Context: an optimization exercise on an open-source flow, tuned for small area, a short achievable clock period and few clock cycles per item. The choices shown serve that exercise and are no tape-out recipe.
In this exercise RTL edits were held to simulation tests only and were not proved equivalent to the original.
Power is estimated from default activity; no workload was simulated.

## v29
==> flow/design.v <==
module alu_top (
    input wire clk,
    input wire rst,
    input wire in_valid,
    output wire in_ready,
    input wire [2:0] opcode,
    input wire [31:0] a,
    input wire [31:0] b,
    output reg out_valid,
    output reg [31:0] result
);
    localparam K = 4;           
    localparam NCH = 32 / K;    
    localparam ADD = 3'd0, MUL = 3'd1, SUB = 3'd2, DIV = 3'd3,
               SHR = 3'd4, SHL = 3'd5, NOR = 3'd6, XOR = 3'd7;
    reg [31:0] A, B;
    reg [2:0]  op;
    reg        full;        
    reg        first;       
    reg        ready_c;     
    reg        ready_f;     
    wire       ready_q = ready_c | ready_f;
    reg [5:0]  cnt;         
    reg        swp_q;       
    assign in_ready = ready_q;
    function [5:0] nchunks(input [31:0] v);
        integer j;
        begin
            nchunks = 6'd0;
            for (j = 0; j < NCH; j = j + 1)
                if (|v[K*j +: K]) nchunks = j + 1;
        end
    endfunction
    function [33:0] add33(input [32:0] x, input [32:0] y, input ci, input kill);
        integer i, l;
        reg [33:0] g, p, g2, p2;
        begin
            g = {x & y & {33{~kill}}, ci & ~kill};
            p = {x ^ y, 1'b0};
            for (l = 1; l < 34; l = l * 2) begin
                g2 = g;
                p2 = p;
                for (i = 0; i < 34; i = i + 1)
                    if ((i / l) % 2 == 1) begin
                        g2[i] = g[i] | (p[i] & g[(i / l) * l - 1]);
                        p2[i] = p[i] & p[(i / l) * l - 1];
                    end
                g = g2;
                p = p2;
            end
            add33 = {g[33], (x ^ y) ^ g[32:0]};
        end
    endfunction
    wire is_mul = (op == MUL);
    wire is_div = (op == DIV);
    wire is_md  = is_mul | is_div;
    wire is_as  = (op == ADD) | (op == SUB);
    wire [5:0] cha = nchunks(A);
    wire [5:0] chb = nchunks(B);
    wire       b_zero = (chb == 6'd0);
    wire       swp   = first & is_mul & swp_q;
    wire [5:0] n_mul = swp ? chb : cha;
    wire [6:0] n_dd  = {1'b0, cha} - {1'b0, chb};
    wire [5:0] n_div = b_zero ? NCH : (n_dd[6] ? 6'd1 : n_dd[5:0] + 6'd1);
    wire [5:0] n = is_mul ? n_mul : n_div;
    wire [5:0] r = is_md ? (n * K) :
                   (op == SHL) ? (6'd32 - {1'b0, B[4:0]}) :
                   (op == SHR) ? {1'b0, B[4:0]} : K;    
    wire [5:0] m = 6'd32 - r;
    wire [31:0] rin = swp ? B : A;
    reg  [31:0] rot;
    always @(*) begin
        rot = rin;
        if (r[0]) rot = {rot[0], rot[31:1]};
        if (r[1]) rot = {rot[1:0], rot[31:2]};
        if (r[2]) rot = {rot[3:0], rot[31:4]};
        if (r[3]) rot = {rot[7:0], rot[31:8]};
        if (r[4]) rot = {rot[15:0], rot[31:16]};
    end
    reg  [31:0] low;
    integer i;
    always @(*) begin
        for (i = 0; i < 32; i = i + 1)
            low[i] = (i < m);
    end
    wire [31:0] rot_lo = rot & low;
    wire [31:0] rot_hi = rot & ~low;
    wire inv = is_div | (op == SUB);
    wire [31:0] R0 = first ? rot_lo : result;
    wire [31:0] Q0 = first ? rot_hi : A;
    wire [31:0] D  = swp ? A : B;
    reg  [31:0] Rs, Qs;
    reg  [32:0] r2, y;
    reg  [33:0] s;
    reg         en, kl;
    wire is_xor = (op == XOR);
    integer k;
    always @(*) begin
        Rs = R0;
        Qs = Q0;
        for (k = 0; k < K; k = k + 1) begin
            en = is_mul ? Qs[31] : (is_div | (k == K - 1));
            kl = is_xor & (k == K - 1);
            r2 = {Rs, ~is_mul & Qs[31]};
            y  = en ? ({1'b0, D} ^ {33{inv}}) : 33'd0;
            s  = add33(r2, y, inv & en, kl);
            Rs = (is_div & ~s[33]) ? r2[31:0] : s[31:0];
            Qs = {Qs[30:0], is_div & s[33]};
        end
    end
    wire fin_first = ~is_md | (n <= 6'd1);
    wire fin = full & (first ? fin_first : (cnt == 6'd0));
    wire fin_next = first ? (n == 6'd2) : (cnt == 6'd1);
    wire big = |B[31:5];
    reg [31:0] misc;
    always @(*) begin
        case (op[1:0])
            2'b00: misc = big ? 32'd0 : rot_lo;     
            2'b01: misc = big ? 32'd0 : rot_hi;     
            2'b10: misc = ~(A | B);                 
            default: misc = ~(A | B);               
        endcase
    end
    reg [NCH-1:0] anz, tb;
    integer j;
    always @(*) begin
        for (j = 0; j < NCH; j = j + 1)
            anz[j] = |a[K*j +: K];
        for (j = 0; j < NCH; j = j + 1)
            tb[j] = |(b >> (K*j));
    end
    wire b_fewer = |(anz & ~tb);
    wire div_fast = tb[0] & ~b_fewer;
    always @(posedge clk) begin
        if (ready_q) begin
            A  <= a;
            B  <= b;
            op <= opcode;
            swp_q <= b_fewer;
        end else begin
            A <= Qs;
            if (swp) B <= A;
        end
        result <= (is_div & fin) ? Qs : ((op[2] & ~is_xor) ? misc : Rs);
        if (first) cnt <= n - 6'd2;
        else       cnt <= cnt - 6'd1;
        if (rst) begin
            full <= 1'b0;
            first <= 1'b0;
            ready_c <= 1'b1;
            ready_f <= 1'b0;
            out_valid <= 1'b0;
        end else begin
            out_valid <= fin;
            if (ready_q) begin
                full <= in_valid;
                first <= in_valid;
                ready_c <= ~in_valid | (opcode != MUL && opcode != DIV);
                ready_f <= (opcode == MUL && (~|a[31:K] || ~|b[31:K])) |
                           (opcode == DIV && div_fast);
            end else begin
                full <= ~fin;
                first <= 1'b0;
                ready_c <= fin | fin_next;
                ready_f <= 1'b0;
            end
        end
    end
endmodule
==> flow/config.mk <==
export PLATFORM = sky130hd
export DESIGN_NAME = alu_top
export DESIGN_NICKNAME = alu_top
export VERILOG_FILES = /design/flow/design.v
export SDC_FILE = /design/flow/constraint.sdc
export NUM_CORES = 4
export LEC_CHECK = 0
export ABC_AREA = 1
export CAP_MARGIN = 20
export CORE_MARGIN = 2
export CORE_UTILIZATION = 30
export SLEW_MARGIN = 20
==> flow/constraint.sdc <==
create_clock -name core_clock -period 100.0 [get_ports {clk}]
set_input_delay 20.0000 -clock core_clock [delete_from_list [all_inputs] [get_ports {clk}]]
set_output_delay 20.0000 -clock core_clock [all_outputs]
set_load 0.01 [all_outputs]
standard.sh (not shown) runs the stock make flow with config.mk's settings and CLKGATE_MAP_FILE= SYNTH_SCRIPT=/design/flow/synth_recipe.tcl, a recipe that flattens the netlist after the stock synthesis.
==> flow/flow/run.sh <==
#!/bin/bash
# Standard layout, with buf_2 cells as the port buffers (instead of the
# delay buffer buffer_ports picks by default).
cp standard.sh standard_copy.log 2>/dev/null
export BUFFER_PORTS_ARGS="-buffer_cell sky130_fd_sc_hd__buf_2"
bash standard.sh > standard.log 2>&1
Testbench counts of v29, summed over its fixed seeds: cycles 93,116, ops 64,000.
Input-level comparison between v15 and v29:
Settings: CORE_UTILIZATION changed from 30 to 40.
--- a/flow/flow/run.sh
+++ b/flow/flow/run.sh
@@ -3,2 +3,2 @@
-# delay buffer buffer_ports picks by default).
-cp standard.sh standard_copy.log 2>/dev/null
+# delay buffer buffer_ports picks by default), and the operand pins (a[i]
+# next to b[i]) and the result pins each kept together on the die edge.
@@ -5,0 +6 @@
+export PLACE_PINS_ARGS="-group_pins {in_valid opcode[0] opcode[1] opcode[2] a[0] b[0] a[1] b[1] a[2] b[2] a[3] b[3] a[4] b[4] a[5] b[5] a[6] b[6] a[7] b[7] a[8] b[8] a[9] b[9] a[10] b[10] a[11] b[11] a[12] b[12] a[13] b[13] a[14] b[14] a[15] b[15] a[16] b[16] a[17] b[17] a[18] b[18] a[19] b[19] a[20] b[20] a[21] b[21] a[22] b[22] a[23] b[23] a[24] b[24] a[25] b[25] a[26] b[26] a[27] b[27] a[28] b[28] a[29] b[29] a[30] b[30] a[31] b[31]} -group_pins {in_ready out_valid result[0] result[1] result[2] result[3] result[4] result[5] result[6] result[7] result[8] result[9] result[10] result[11] result[12] result[13] result[14] result[15] result[16] result[17] result[18] result[19] result[20] result[21] result[22] result[23] result[24] result[25] result[26] result[27] result[28] result[29] result[30] result[31]}"
In the tables for v29 and v15, fraction of power consumed by the clock network reads higher with v29.
v15 vs v29: combinational share of power up
v15 -> v29: number of buffers inserted by hold repair at cts delta 0, exact match
Total net switching power for v15: 22 uW up relative to v29
Changes in v44 relative to v15:
Settings: a change of CORE_UTILIZATION from 40 to 55.
==> flow/flow/run.sh <==
#!/bin/bash
# Standard layout, with buf_2 cells as the port buffers (instead of the
# delay buffer buffer_ports picks by default).
cp standard.sh standard_copy.log 2>/dev/null
export BUFFER_PORTS_ARGS="-buffer_cell sky130_fd_sc_hd__buf_2"
bash standard.sh > standard.log 2>&1
==> comparison <==
On critical path buffer and inverter count: between v44 and v15, it ends up higher for v44. Going from v15 to v44, final estimated routing congestion in global placement grew by a few percent. Delta (v44 minus v15): layout buffering overhead excluding clock cells saw little to no change; global-route usage saw an increase; clock-buffer cell count saw a decrease. From v15 to v44 the numbers moved as follows: clock period minus final worst setup slack moved up; sequential power moved down; non-clock buffer count moved down; final cell count moved down. Each of the runs, namely v44 and v15, reached the end of the flow and came out clean.

what the ideal ports hide:
The results above use ideal ports. As a check the final layouts listed here were re-extracted and re-timed, cells and wires unchanged. Step 1: set_driving_cell puts a clkbuf_16 on clk and a buf_2 on each other input, an assumption about the parent block. Step 2 adds t to the input delays and takes it off the output delays; t is the mean of the earliest and latest rising clock arrival at the registers after step 1. Input paths then give back, and output paths get back, about the clock's delay inside the block. Three values: ideal ports, drivers, drivers and shift; two values: the first two.
run	t (ns)	setup WS [ns]	worst data-port slew with drivers (ns)	pins driven straight from the clock port
v29	0.436	77.843 / 77.869 / 77.433	0.03	1
v15	0.415	77.987 / 78.012 / 77.597	0.04	1
v44	0.431	77.236 / 77.187 / 77.345	0.04	1
After both steps setup and hold are still met in every run listed. The setup slack of v29, which loses most, moves by +0.026 ns with the drivers and by -0.410 ns with both steps.
